From an optimization exercise on the open Yosys and OpenROAD flow, aimed at small area, a short achievable clock period and few clock cycles per item; shortcuts taken in it are not production practice. Where RTL was checked, it was by simulation tests only, not by an equivalence proof against the original.

// WallaceTreeMultiplier
module WallaceTreeMultiplier (
    input                   clk,
    input                   rst,
    input  logic [31:0]     a,
    input  logic [31:0]     b,
    input  logic            start,
    input  logic [1:0]      mul_type,
    output logic            done,
    output logic [63:0]     p
);
For scale: roughly 1500 cells after synthesis, about 180 flip-flops, about 15000 sq um of cells after synthesis.
clock: 11.0 ns
lec_check: 0
cap_margin: 20
core_margin: 2
core_utilization: 40
slew_margin: 20
standard.sh (not shown) runs the stock make flow with config.mk's settings and CLKGATE_MAP_FILE= SYNTH_SCRIPT=/design/flow/synth_recipe.tcl, a recipe that flattens the netlist after the stock synthesis.
==> flow/flow/run.sh <==
#!/bin/bash
# Standard layout, with timing repair asked to leave a larger setup margin.
export SETUP_SLACK_MARGIN=7.6
bash standard.sh > standard_run.log 2>&1
Testbench counts at the start, summed over its fixed seeds: cycles 15,028, items 2,000.
Change:
--- a/flow/design.v
+++ b/flow/design.v
@@ -6,16 +6,17 @@
     input  logic            start,
     input  logic [1:0]      mul_type,
     output logic            done,
     output logic [63:0]     p
 );
   localparam logic [2:0] IDLE = 3'd0, G0 = 3'd1, G1 = 3'd2, G2 = 3'd3, G3 = 3'd4,
                          FIN = 3'd5, DN = 3'd6;
   logic [2:0]  st;
+  logic        done_q;   
   logic [32:0] A;        
   logic        corr;     
   logic [31:0] PB;       
   logic [32:0] S, C;  
   logic [7:0]  Ls, Lc;   
   logic        n3d;      
   wire sa = (mul_type == 2'b01) || (mul_type == 2'b10);
   wire sb = (mul_type == 2'b01);
@@ -335,23 +336,31 @@
   assign tfs[131] = r3[31] ^ ths[8] ^ tfc[94];
   assign tfc[131] = (r3[31] & ths[8]) | (r3[31] & tfc[94]) | (ths[8] & tfc[94]);
   assign tfs[132] = r2[34] ^ r3[32] ^ thc[8];
   assign tfc[132] = (r2[34] & r3[32]) | (r2[34] & thc[8]) | (r3[32] & thc[8]);
   assign ths[10] = 1'b1 ^ r3[33];
   assign thc[10] = 1'b1 & r3[33];
   wire [42:0] ts = {1'b0, 1'b1, r3[34], ths[10], tfs[132], tfs[131], tfs[130], tfc[128], tfc[127], tfc[126], tfc[125], tfc[124], tfc[123], tfc[122], tfc[121], tfc[120], tfc[119], tfc[118], tfc[117], tfc[116], tfc[115], tfc[114], tfc[113], tfc[112], tfc[111], tfc[110], tfc[109], tfc[108], tfc[107], tfc[106], tfc[105], tfc[104], tfc[103], tfc[102], tfc[101], tfc[100], tfc[99], tfc[98], tfc[97], tfc[96], tfc[95], thc[9], lo[8]};
   wire [42:0] tc = {1'b0, 1'b0, thc[10], tfc[132], tfc[131], tfc[130], tfc[129], tfs[129], tfs[128], tfs[127], tfs[126], tfs[125], tfs[124], tfs[123], tfs[122], tfs[121], tfs[120], tfs[119], tfs[118], tfs[117], tfs[116], tfs[115], tfs[114], tfs[113], tfs[112], tfs[111], tfs[110], tfs[109], tfs[108], tfs[107], tfs[106], tfs[105], tfs[104], tfs[103], tfs[102], tfs[101], tfs[100], tfs[99], tfs[98], tfs[97], tfs[96], tfs[95], ths[9]};
-  wire [9:0] lo = {2'b0, Ls} + {2'b0, Lc} + {3'd0, n3d, 6'd0};
+  wire [8:0] lt = {1'b0, Ls} + {1'b0, Lc};
+  wire c7 = lt[6] & n3d, c8 = lt[7] & c7;
+  wire [9:0] lo = {lt[8] & c8, lt[8] ^ c8, lt[7] ^ c7, lt[6] ^ n3d, lt[5:0]};
   wire [31:0] ca = corr ? A[31:0] : 32'd0;
-  wire [31:0] phi = S[31:0] + C[31:0] + ca + {30'd0, lo[9:8]};
+  wire [31:0] fu = S[31:0] ^ C[31:0] ^ ca;
+  wire [31:0] fv = (S[31:0] & C[31:0]) | (S[31:0] & ca) | (C[31:0] & ca);
+  wire [31:0] phi = fu + {fv[30:0], lo[8] | lo[9]} + {31'd0, lo[9]};
   wire zop = (A == 33'd0) || (PB == 32'd0);
   always_ff @(posedge clk) begin
-    if (rst) st <= IDLE;
+    if (rst) begin
+      st <= IDLE;
+      done_q <= 1'b0;
+    end
     else begin
+      done_q <= (st == FIN) || (st == G0 && zop) || (st == DN && start);
       case (st)
         IDLE: if (start) st <= G0;
         G0: st <= zop ? DN : G1;
         G1: st <= G2;
         G2: st <= G3;
         G3: st <= FIN;
         FIN: st <= DN;
         DN: if (!start) st <= IDLE;
@@ -370,11 +379,11 @@
     if (st == IDLE) PB <= b;
     else if (zclr) PB <= '0;
     else if (grp || st == FIN) PB <= {lo[7:0], PB[31:8]};
     if (zclr) S <= '0;
     else if (st == IDLE) S <= 33'd1 << 32;
     else if (grp) S <= ts[40:8];
     else if (st == FIN) S[31:0] <= phi;
   end
-  assign done = (st == DN);
+  assign done = done_q;
   assign p = {S[31:0], PB};
 endmodule
Cell count came out lower by about 4.6%.
Cell area shrinks by about 4%.
Die area went down by 2.5%.
Setup slack is better by 730 ps.
Non-clock buffer count went down by 19.
First-iteration DRC count drops by 10%.
Count of clock-buffer cells in the layout shrinks by 3.
Core utilization goes down by 1.4 points.
Clock skew climbs by 7.5 ps.
Via count decreases by 2.6%.
Wire length fell by about 2%.
Register-to-register slack improved by 730 ps.
Only the layout flow was run in the second run of this note; the RTL was not checked for function there.

---

## main
Another version of the RTL of WallaceTreeMultiplier (not shown whole).
Size in the first run: ~1,500 cells after synthesis, roughly 170 flip-flops, about 130 I/O pins.
clock: 11.0 ns
lec_check: 0
cap_margin: 20
core_margin: 2
core_utilization: 40
slew_margin: 20
==> flow/flow/run.sh <==
#!/bin/bash
# Standard layout, with timing repair asked to leave a larger setup margin,
# plain buffers (not delay buffers) on the ports, and no dummy clock loads.
export SETUP_SLACK_MARGIN=7.7
export BUFFER_PORTS_ARGS="-buffer_cell sky130_fd_sc_hd__buf_1"
export CTS_ARGS="-sink_clustering_enable -repair_clock_nets -dont_use_dummy_load"
bash standard.sh > standard_run.log 2>&1
The inputs of the feature branch differ from those of main as listed below.
--- a/flow/design.v
+++ b/flow/design.v
@@ -252,14 +252,14 @@
   assign tfs[93] = r2[31] ^ r3[29] ^ ths[5];
   assign tfc[93] = (r2[31] & r3[29]) | (r2[31] & ths[5]) | (r3[29] & ths[5]);
   assign tfs[94] = r1[34] ^ r2[32] ^ r3[30];
   assign tfc[94] = (r1[34] & r2[32]) | (r1[34] & r3[30]) | (r2[32] & r3[30]);
   assign ths[7] = 1'b1 ^ r2[33];
   assign thc[7] = 1'b1 & r2[33];
-  assign ths[8] = k8g ^ ths[6];
-  assign thc[8] = k8g & ths[6];
+  assign ths[8] = k8 ^ ths[6];
+  assign thc[8] = k8 & ths[6];
   assign tfs[95] = r0[1] ^ thc[6] ^ tfs[59];
   assign tfc[95] = (r0[1] & thc[6]) | (r0[1] & tfs[59]) | (thc[6] & tfs[59]);
   assign tfs[96] = r1[0] ^ tfc[59] ^ tfs[60];
   assign tfc[96] = (r1[0] & tfc[59]) | (r1[0] & tfs[60]) | (tfc[59] & tfs[60]);
   assign tfs[97] = r1[1] ^ tfc[60] ^ tfs[61];
   assign tfc[97] = (r1[1] & tfc[60]) | (r1[1] & tfs[61]) | (tfc[60] & tfs[61]);
@@ -333,13 +333,13 @@
   assign tfc[131] = (r3[31] & ths[7]) | (r3[31] & tfc[94]) | (ths[7] & tfc[94]);
   assign tfs[132] = r2[34] ^ r3[32] ^ thc[7];
   assign tfc[132] = (r2[34] & r3[32]) | (r2[34] & thc[7]) | (r3[32] & thc[7]);
   assign ths[9] = 1'b1 ^ r3[33];
   assign thc[9] = 1'b1 & r3[33];
   wire [42:0] ts = {1'b0, 1'b1, r3[34], ths[9], tfs[132], tfs[131], tfs[130], tfc[128], tfc[127], tfc[126], tfc[125], tfc[124], tfc[123], tfc[122], tfc[121], tfc[120], tfc[119], tfc[118], tfc[117], tfc[116], tfc[115], tfc[114], tfc[113], tfc[112], tfc[111], tfc[110], tfc[109], tfc[108], tfc[107], tfc[106], tfc[105], tfc[104], tfc[103], tfc[102], tfc[101], tfc[100], tfc[99], tfc[98], tfc[97], tfc[96], tfc[95], thc[8], ths[8]};
-  wire [42:0] tc = {1'b0, 1'b0, thc[9], tfc[132], tfc[131], tfc[130], tfc[129], tfs[129], tfs[128], tfs[127], tfs[126], tfs[125], tfs[124], tfs[123], tfs[122], tfs[121], tfs[120], tfs[119], tfs[118], tfs[117], tfs[116], tfs[115], tfs[114], tfs[113], tfs[112], tfs[111], tfs[110], tfs[109], tfs[108], tfs[107], tfs[106], tfs[105], tfs[104], tfs[103], tfs[102], tfs[101], tfs[100], tfs[99], tfs[98], tfs[97], tfs[96], tfs[95], lo_c8g};
+  wire [42:0] tc = {1'b0, 1'b0, thc[9], tfc[132], tfc[131], tfc[130], tfc[129], tfs[129], tfs[128], tfs[127], tfs[126], tfs[125], tfs[124], tfs[123], tfs[122], tfs[121], tfs[120], tfs[119], tfs[118], tfs[117], tfs[116], tfs[115], tfs[114], tfs[113], tfs[112], tfs[111], tfs[110], tfs[109], tfs[108], tfs[107], tfs[106], tfs[105], tfs[104], tfs[103], tfs[102], tfs[101], tfs[100], tfs[99], tfs[98], tfs[97], tfs[96], tfs[95], lo_c8};
   wire x6 = Ls[6] ^ Lc[6] ^ n3d;
   wire k7 = (Ls[6] & Lc[6]) | (Ls[6] & n3d) | (Lc[6] & n3d);
   wire x7 = Ls[7] ^ Lc[7] ^ k7;
   wire k8 = (Ls[7] & Lc[7]) | (Ls[7] & k7) | (Lc[7] & k7);
   wire [31:0] ca = corr ? A[31:0] : 32'd0;
   wire [31:0] fu = S[31:0] ^ C[31:0] ^ ca;
@@ -563,26 +563,23 @@
     ad_s = (ax ^ ay) ^ g[39:0];
     ad_co = g[40];
     ad_c = g;
   end
   wire [7:0] lo = ad_s[7:0];
   wire lo_c8 = ad_c[8];
-  wire lo_c8g = lo_c8 & (st != G0), k8g = k8 & (st != G0);
   wire [31:0] phi = ad_s[39:8];
-  wire az = (a == 32'd0);
-  wire zin = az || (b == 32'd0);
-  wire zop = 1'b0;
+  wire zop = (A == 33'd0) || (PB == 32'd0);
   always_ff @(posedge clk) begin
     if (rst) begin
       st <= IDLE;
       done_q <= 1'b0;
     end
     else begin
-      done_q <= (st == FIN) || (st == G0 && zop) || (st == DN && start) || (st == IDLE && start && zin);
+      done_q <= (st == FIN) || (st == G0 && zop) || (st == DN && start);
       case (st)
-        IDLE: if (start) st <= zin ? DN : G0;
+        IDLE: if (start) st <= G0;
         G0: st <= zop ? DN : G1;
         G1: st <= G2;
         G2: st <= G3;
         G3: st <= FIN;
         FIN: st <= DN;
         DN: if (!start) st <= IDLE;
@@ -592,19 +589,20 @@
   end
   wire zclr = (st == G0) && zop;
   always_ff @(posedge clk) begin
     A <= {sa & a[31], a};
     corr <= ~sb & b[31];
     C <= grp ? tc[40:8] : 33'd1 << 32;
-    Ls <= ts[7:0];
-    Lc <= tc[7:0];
-    n3d <= neg[3];
-    if (st == IDLE) PB <= az ? 32'd0 : b;
+    Ls <= grp ? ts[7:0] : 8'd0;
+    Lc <= grp ? tc[7:0] : 8'd0;
+    n3d <= grp ? neg[3] : 1'b0;
+    if (st == IDLE) PB <= b;
     else if (zclr) PB <= '0;
     else if (grp || st == FIN) PB <= {lo, PB[31:8]};
-    if (st == IDLE) S <= 33'd1 << 32;
+    if (zclr) S <= '0;
+    else if (st == IDLE) S <= 33'd1 << 32;
     else if (grp) S <= ts[40:8];
     else if (st == FIN) S[31:0] <= phi;
   end
   assign done = done_q;
   assign p = {S[31:0], PB};
 endmodule
--- outcome ---
- Clock skew in the feature branch is 0.012 ns higher than in main
- Against main as the reference, the feature branch delivers a higher overall global routing resource usage.
- The feature branch vs. main: worst setup timing slack at the placement stage climbed 0.36 ns; ratio of routed vias to standard cells climbed about 3%; length of routed met3 wiring climbed 75%; design area dropped 2.3%; worst stage delay on the critical path climbed 0.16 ns.
- Required time of the critical path: the feature branch > main
Testbench counts of the feature branch, summed over its fixed seeds: cycles 15,028, items 2,000.
For main, only the layout was checked, not whether the RTL still works.

==> port drivers added, routing unchanged <==
The results above use ideal ports. As a check the final layouts listed here were re-extracted and re-timed, cells and wires unchanged. Step 1, drivers: a clkbuf_16 drives clk and a buf_2 each remaining input, both assumed. Step 2, shift: input delay + t, output delay - t, t = (earliest + latest rising clock arrival at the registers) / 2. This alone moves slack from input paths to output paths. a / b / c = ideal / step 1 / step 2; a / b = the first two.
| run | shift t [ns] | setup WS [ns] | worst slew at a driven data input, ns |
|---|---|---|---|
| the first run of note 1 | 0.493 | 5.905 / 5.905 / 5.905 | 0.09 |
| the second run of note 1 | 0.504 | 6.637 / 6.637 / 6.637 | 0.07 |
| main | 0.483 | 7.362 / 7.370 / 6.887 | 0.06 |
| the feature branch | 0.489 | 7.693 / 7.677 / 7.693 | 0.05 |
After both steps every run listed still meets setup and hold. The setup slack of main, which loses most, moves by +0.008 ns with the drivers and by -0.475 ns with both steps.
